Background: an optimization exercise with open tools, aiming at small area, a short achievable clock period and few clock cycles per item. Do not read the settings as production practice.
In this exercise RTL edits were held to simulation tests only and were not proved equivalent to the original.
Power figures rest on the tool's default switching activity, not on a simulated workload.

==> module cross_node_buffer, before the edit <==
module cross_node_buffer (
    input             clk,
    input             rst_n,
    input      [31:0] din,
    input             wr_en,
    input             rd_en,       
    output     [31:0] head_dout,
    output            head_valid
);
reg  [31:0] d [0:15];
reg  [15:0] v;
wire [15:0] a;
assign a[0] = v[0];
genvar k;
generate
    for (k = 1; k < 16; k = k + 1) begin : g_all
        assign a[k] = a[k-1] & v[k];
    end
endgenerate
wire [14:0] mv;
generate
    for (k = 0; k < 15; k = k + 1) begin : g_mv
        assign mv[k] = rd_en ? v[k+1] : (v[k+1] & ~a[k]);
    end
endgenerate
wire [15:0] v_nx;
assign v_nx[0]  = (v[0] & ~rd_en) | mv[0];
assign v_nx[15] = (v[15] & ~mv[14]) | wr_en;
generate
    for (k = 1; k < 15; k = k + 1) begin : g_v
        assign v_nx[k] = (v[k] & ~mv[k-1]) | mv[k];
    end
endgenerate
always @(posedge clk) begin
    v <= v_nx & {16{rst_n}};
end
generate
    for (k = 0; k < 15; k = k + 1) begin : g_d
        always @(posedge clk) begin
            if (mv[k]) d[k] <= d[k+1];
        end
    end
endgenerate
always @(posedge clk) begin
    if (wr_en) d[15] <= din;
end
assign head_dout  = d[0];
assign head_valid = v[0];
endmodule
==> module Crossbar_switching_fabric, before the edit <==
module Crossbar_switching_fabric(
    input                                      i_clk,
    input                                      i_rst_n,
    input           [32-1:0]      i_cb_l1_din,
    input           [1:0]                      i_cb_l1_sel,
    input                                      i_cb_l1_wr_en,
    input           [32-1:0]      i_cb_l2_din,
    input           [1:0]                      i_cb_l2_sel,
    input                                      i_cb_l2_wr_en,
    input           [32-1:0]      i_cb_l3_din,
    input           [1:0]                      i_cb_l3_sel,
    input                                      i_cb_l3_wr_en,
    input           [32-1:0]      i_cb_l4_din,
    input           [1:0]                      i_cb_l4_sel,
    input                                      i_cb_l4_wr_en,
    output          [4:0]                      o_cb_c1_queue_sel,
    output          [32-1:0]      o_cb_c1_dout,
    output                                     o_cb_c1_dat_valid,
    output          [4:0]                      o_cb_c2_queue_sel,
    output          [32-1:0]      o_cb_c2_dout,
    output                                     o_cb_c2_dat_valid,
    output          [4:0]                      o_cb_c3_queue_sel,
    output          [32-1:0]      o_cb_c3_dout,
    output                                     o_cb_c3_dat_valid,
    output          [4:0]                      o_cb_c4_queue_sel,
    output          [32-1:0]      o_cb_c4_dout,
    output                                     o_cb_c4_dat_valid
    );
wire [32-1:0] lane_din [0:3];
wire [1:0]                 lane_sel [0:3];
wire [3:0]                 lane_wr;
assign lane_din[0] = i_cb_l1_din; assign lane_sel[0] = i_cb_l1_sel; assign lane_wr[0] = i_cb_l1_wr_en;
assign lane_din[1] = i_cb_l2_din; assign lane_sel[1] = i_cb_l2_sel; assign lane_wr[1] = i_cb_l2_wr_en;
assign lane_din[2] = i_cb_l3_din; assign lane_sel[2] = i_cb_l3_sel; assign lane_wr[2] = i_cb_l3_wr_en;
assign lane_din[3] = i_cb_l4_din; assign lane_sel[3] = i_cb_l4_sel; assign lane_wr[3] = i_cb_l4_wr_en;
wire [32-1:0] head_dout [0:15];
wire [15:0]                head_valid;
wire [15:0]                node_rd;
genvar l, c;
generate
    for (l = 0; l < 4; l = l + 1) begin : g_lane
        for (c = 0; c < 4; c = c + 1) begin : g_col
            cross_node_buffer u_node (
                .clk        (i_clk),
                .rst_n      (i_rst_n),
                .din        (lane_din[l]),
                .wr_en      (lane_wr[l] & (lane_sel[l] == c)),
                .rd_en      (node_rd[4*l+c]),
                .head_dout  (head_dout[4*l+c]),
                .head_valid (head_valid[4*l+c])
            );
        end
    end
endgenerate
reg [32-1:0] col_dout  [0:3];
reg [3:0]                 col_valid;
generate
    for (c = 0; c < 4; c = c + 1) begin : g_arb
        wire [3:0] req = {head_valid[12+c], head_valid[8+c], head_valid[4+c], head_valid[c]};
        reg  [3:0] last;    
        reg  [3:0] gnt;
        always @(*) begin
            case (last)
                4'b0001: gnt = req[1] ? 4'b0010 : req[2] ? 4'b0100 : req[3] ? 4'b1000 : req[0] ? 4'b0001 : 4'b0000;
                4'b0010: gnt = req[2] ? 4'b0100 : req[3] ? 4'b1000 : req[0] ? 4'b0001 : req[1] ? 4'b0010 : 4'b0000;
                4'b0100: gnt = req[3] ? 4'b1000 : req[0] ? 4'b0001 : req[1] ? 4'b0010 : req[2] ? 4'b0100 : 4'b0000;
                default: gnt = req[0] ? 4'b0001 : req[1] ? 4'b0010 : req[2] ? 4'b0100 : req[3] ? 4'b1000 : 4'b0000;
            endcase
        end
        assign node_rd[c]    = gnt[0];
        assign node_rd[4+c]  = gnt[1];
        assign node_rd[8+c]  = gnt[2];
        assign node_rd[12+c] = gnt[3];
        always @(posedge i_clk) begin
            if (!i_rst_n)  last <= 4'b1000;
            else if (|req) last <= gnt;
        end
        always @(posedge i_clk or negedge i_rst_n) begin
            if (!i_rst_n) col_valid[c] <= 1'b0;
            else          col_valid[c] <= |req;
        end
        always @(posedge i_clk) begin
            col_dout[c] <= ({32{gnt[0]}} & head_dout[c])
                         | ({32{gnt[1]}} & head_dout[4+c])
                         | ({32{gnt[2]}} & head_dout[8+c])
                         | ({32{gnt[3]}} & head_dout[12+c]);
        end
    end
endgenerate
assign o_cb_c1_dout = col_dout[0];
assign o_cb_c2_dout = col_dout[1];
assign o_cb_c3_dout = col_dout[2];
assign o_cb_c4_dout = col_dout[3];
assign o_cb_c1_queue_sel = {col_dout[0][6:4], col_dout[0][1:0]};
assign o_cb_c2_queue_sel = {col_dout[1][6:4], col_dout[1][1:0]};
assign o_cb_c3_queue_sel = {col_dout[2][6:4], col_dout[2][1:0]};
assign o_cb_c4_queue_sel = {col_dout[3][6:4], col_dout[3][1:0]};
assign o_cb_c1_dat_valid = col_valid[0];
assign o_cb_c2_dat_valid = col_valid[1];
assign o_cb_c3_dat_valid = col_valid[2];
assign o_cb_c4_dat_valid = col_valid[3];
endmodule
clock: 5.0 ns
lec_check: 0
cap_margin: 20
core_margin: 2
core_utilization: 60
cts_cluster_diameter: 100
cts_cluster_size: 30
setup_slack_margin: 2.5
slew_margin: 20
run.sh (not shown) runs the stock make flow with config.mk's settings and CLKGATE_MAP_FILE= SYNTH_SCRIPT=/design/flow/synth_recipe.tcl, a recipe that flattens the netlist after the stock synthesis.
The first run completed with no timing, DRC or antenna violations.
Testbench counts at the start, summed over its fixed seeds: cycles 4,458, items 16,384.
Change:
--- a/flow/design.v
+++ b/flow/design.v
@@ -3,13 +3,14 @@
     input             clk,
     input             rst_n,
     input      [31:0] din,
     input             wr_en,
     input             rd_en,       
     output     [31:0] head_dout,
-    output            head_valid
+    output            head_valid,
+    output            head_valid_nx    
 );
 reg  [31:0] d [0:15];
 reg  [15:0] v;
 wire [15:0] a;
 assign a[0] = v[0];
 genvar k;
@@ -43,13 +44,14 @@
     end
 endgenerate
 always @(posedge clk) begin
     if (wr_en) d[15] <= din;
 end
 assign head_dout  = d[0];
-assign head_valid = v[0];
+assign head_valid    = v[0];
+assign head_valid_nx = v_nx[0] & rst_n;
 endmodule
 `timescale 1ns / 1ps
  `timescale 1ns / 1ps
 module Crossbar_switching_fabric(
     input                                      i_clk,
     input                                      i_rst_n,
@@ -84,61 +86,70 @@
 assign lane_din[0] = i_cb_l1_din; assign lane_sel[0] = i_cb_l1_sel; assign lane_wr[0] = i_cb_l1_wr_en;
 assign lane_din[1] = i_cb_l2_din; assign lane_sel[1] = i_cb_l2_sel; assign lane_wr[1] = i_cb_l2_wr_en;
 assign lane_din[2] = i_cb_l3_din; assign lane_sel[2] = i_cb_l3_sel; assign lane_wr[2] = i_cb_l3_wr_en;
 assign lane_din[3] = i_cb_l4_din; assign lane_sel[3] = i_cb_l4_sel; assign lane_wr[3] = i_cb_l4_wr_en;
 wire [32-1:0] head_dout [0:15];
 wire [15:0]                head_valid;
+wire [15:0]                head_valid_nx;
 wire [15:0]                node_rd;
 genvar l, c;
 generate
     for (l = 0; l < 4; l = l + 1) begin : g_lane
         for (c = 0; c < 4; c = c + 1) begin : g_col
             cross_node_buffer u_node (
-                .clk        (i_clk),
-                .rst_n      (i_rst_n),
-                .din        (lane_din[l]),
-                .wr_en      (lane_wr[l] & (lane_sel[l] == c)),
-                .rd_en      (node_rd[4*l+c]),
-                .head_dout  (head_dout[4*l+c]),
-                .head_valid (head_valid[4*l+c])
+                .clk           (i_clk),
+                .rst_n         (i_rst_n),
+                .din           (lane_din[l]),
+                .wr_en         (lane_wr[l] & (lane_sel[l] == c)),
+                .rd_en         (node_rd[4*l+c]),
+                .head_dout     (head_dout[4*l+c]),
+                .head_valid    (head_valid[4*l+c]),
+                .head_valid_nx (head_valid_nx[4*l+c])
             );
         end
     end
 endgenerate
 reg [32-1:0] col_dout  [0:3];
 reg [3:0]                 col_valid;
 generate
     for (c = 0; c < 4; c = c + 1) begin : g_arb
-        wire [3:0] req = {head_valid[12+c], head_valid[8+c], head_valid[4+c], head_valid[c]};
+        wire [3:0] req = {head_valid_nx[12+c], head_valid_nx[8+c], head_valid_nx[4+c], head_valid_nx[c]};
         reg  [3:0] last;    
         reg  [3:0] gnt;
+        reg  [3:0] gnt_q;   
         always @(*) begin
             case (last)
                 4'b0001: gnt = req[1] ? 4'b0010 : req[2] ? 4'b0100 : req[3] ? 4'b1000 : req[0] ? 4'b0001 : 4'b0000;
                 4'b0010: gnt = req[2] ? 4'b0100 : req[3] ? 4'b1000 : req[0] ? 4'b0001 : req[1] ? 4'b0010 : 4'b0000;
                 4'b0100: gnt = req[3] ? 4'b1000 : req[0] ? 4'b0001 : req[1] ? 4'b0010 : req[2] ? 4'b0100 : 4'b0000;
                 default: gnt = req[0] ? 4'b0001 : req[1] ? 4'b0010 : req[2] ? 4'b0100 : req[3] ? 4'b1000 : 4'b0000;
             endcase
         end
-        assign node_rd[c]    = gnt[0];
-        assign node_rd[4+c]  = gnt[1];
-        assign node_rd[8+c]  = gnt[2];
-        assign node_rd[12+c] = gnt[3];
+        assign node_rd[c]    = gnt_q[0];
+        assign node_rd[4+c]  = gnt_q[1];
+        assign node_rd[8+c]  = gnt_q[2];
+        assign node_rd[12+c] = gnt_q[3];
         always @(posedge i_clk) begin
-            if (!i_rst_n)  last <= 4'b1000;
-            else if (|req) last <= gnt;
+            if (!i_rst_n) begin
+                last  <= 4'b1000;
+                gnt_q <= 4'b0000;
+            end
+            else begin
+                if (|req) last <= gnt;
+                gnt_q <= gnt;
+            end
         end
         always @(posedge i_clk or negedge i_rst_n) begin
             if (!i_rst_n) col_valid[c] <= 1'b0;
-            else          col_valid[c] <= |req;
+            else          col_valid[c] <= |gnt_q;
         end
         always @(posedge i_clk) begin
-            col_dout[c] <= ({32{gnt[0]}} & head_dout[c])
-                         | ({32{gnt[1]}} & head_dout[4+c])
-                         | ({32{gnt[2]}} & head_dout[8+c])
-                         | ({32{gnt[3]}} & head_dout[12+c]);
+            col_dout[c] <= ({32{gnt_q[0]}} & head_dout[c])
+                         | ({32{gnt_q[1]}} & head_dout[4+c])
+                         | ({32{gnt_q[2]}} & head_dout[8+c])
+                         | ({32{gnt_q[3]}} & head_dout[12+c]);
         end
     end
 endgenerate
 assign o_cb_c1_dout = col_dout[0];
 assign o_cb_c2_dout = col_dout[1];
 assign o_cb_c3_dout = col_dout[2];
After rerunning:
- sequential share of layout area increases by 3.5 points
- via count came out lower by 5.8%
- first-iteration DRC count fell by 6.8%
- total power hardly moves
- wire length drops by 12%
Testbench counts after the change, summed over its fixed seeds: cycles 4,458, items 16,384.

==> afterwards: timing with drivers on the ports <==
The flow's constraints put no driver on any port. The routed layouts listed below were extracted and timed again, unchanged, in two steps.
Step 1: set_driving_cell puts a clkbuf_16 on i_clk and a buf_2 on each other input, an assumption about the parent block.
Step 2 times the ports against the registers' clock, not the clock port: input delays grow and output delays shrink by t, the midpoint of the rising clock arrivals with the driver on.
Three values: no drivers, after step 1, after step 2; two values: the first two.
| run | shift t [ns] | setup slack, ns | hold slack, ns | clock arrival spread, ns | cell pins on the clock port's net |
|---|---|---|---|---|---|
| the first run | 1.075 | 2.263 / 2.235 / 1.519 | 0.407 / 0.407 / 0.407 | 0.055 / 0.055 | 1 |
| the second run | 1.087 | 2.359 / 2.244 / 1.755 | 0.399 / 0.399 / 0.399 | 0.049 / 0.049 | 1 |
After both steps setup and hold are still met in every run listed. For the first run, which loses most, drivers alone change the setup slack by -0.028 ns; drivers and shift together by -0.744 ns.
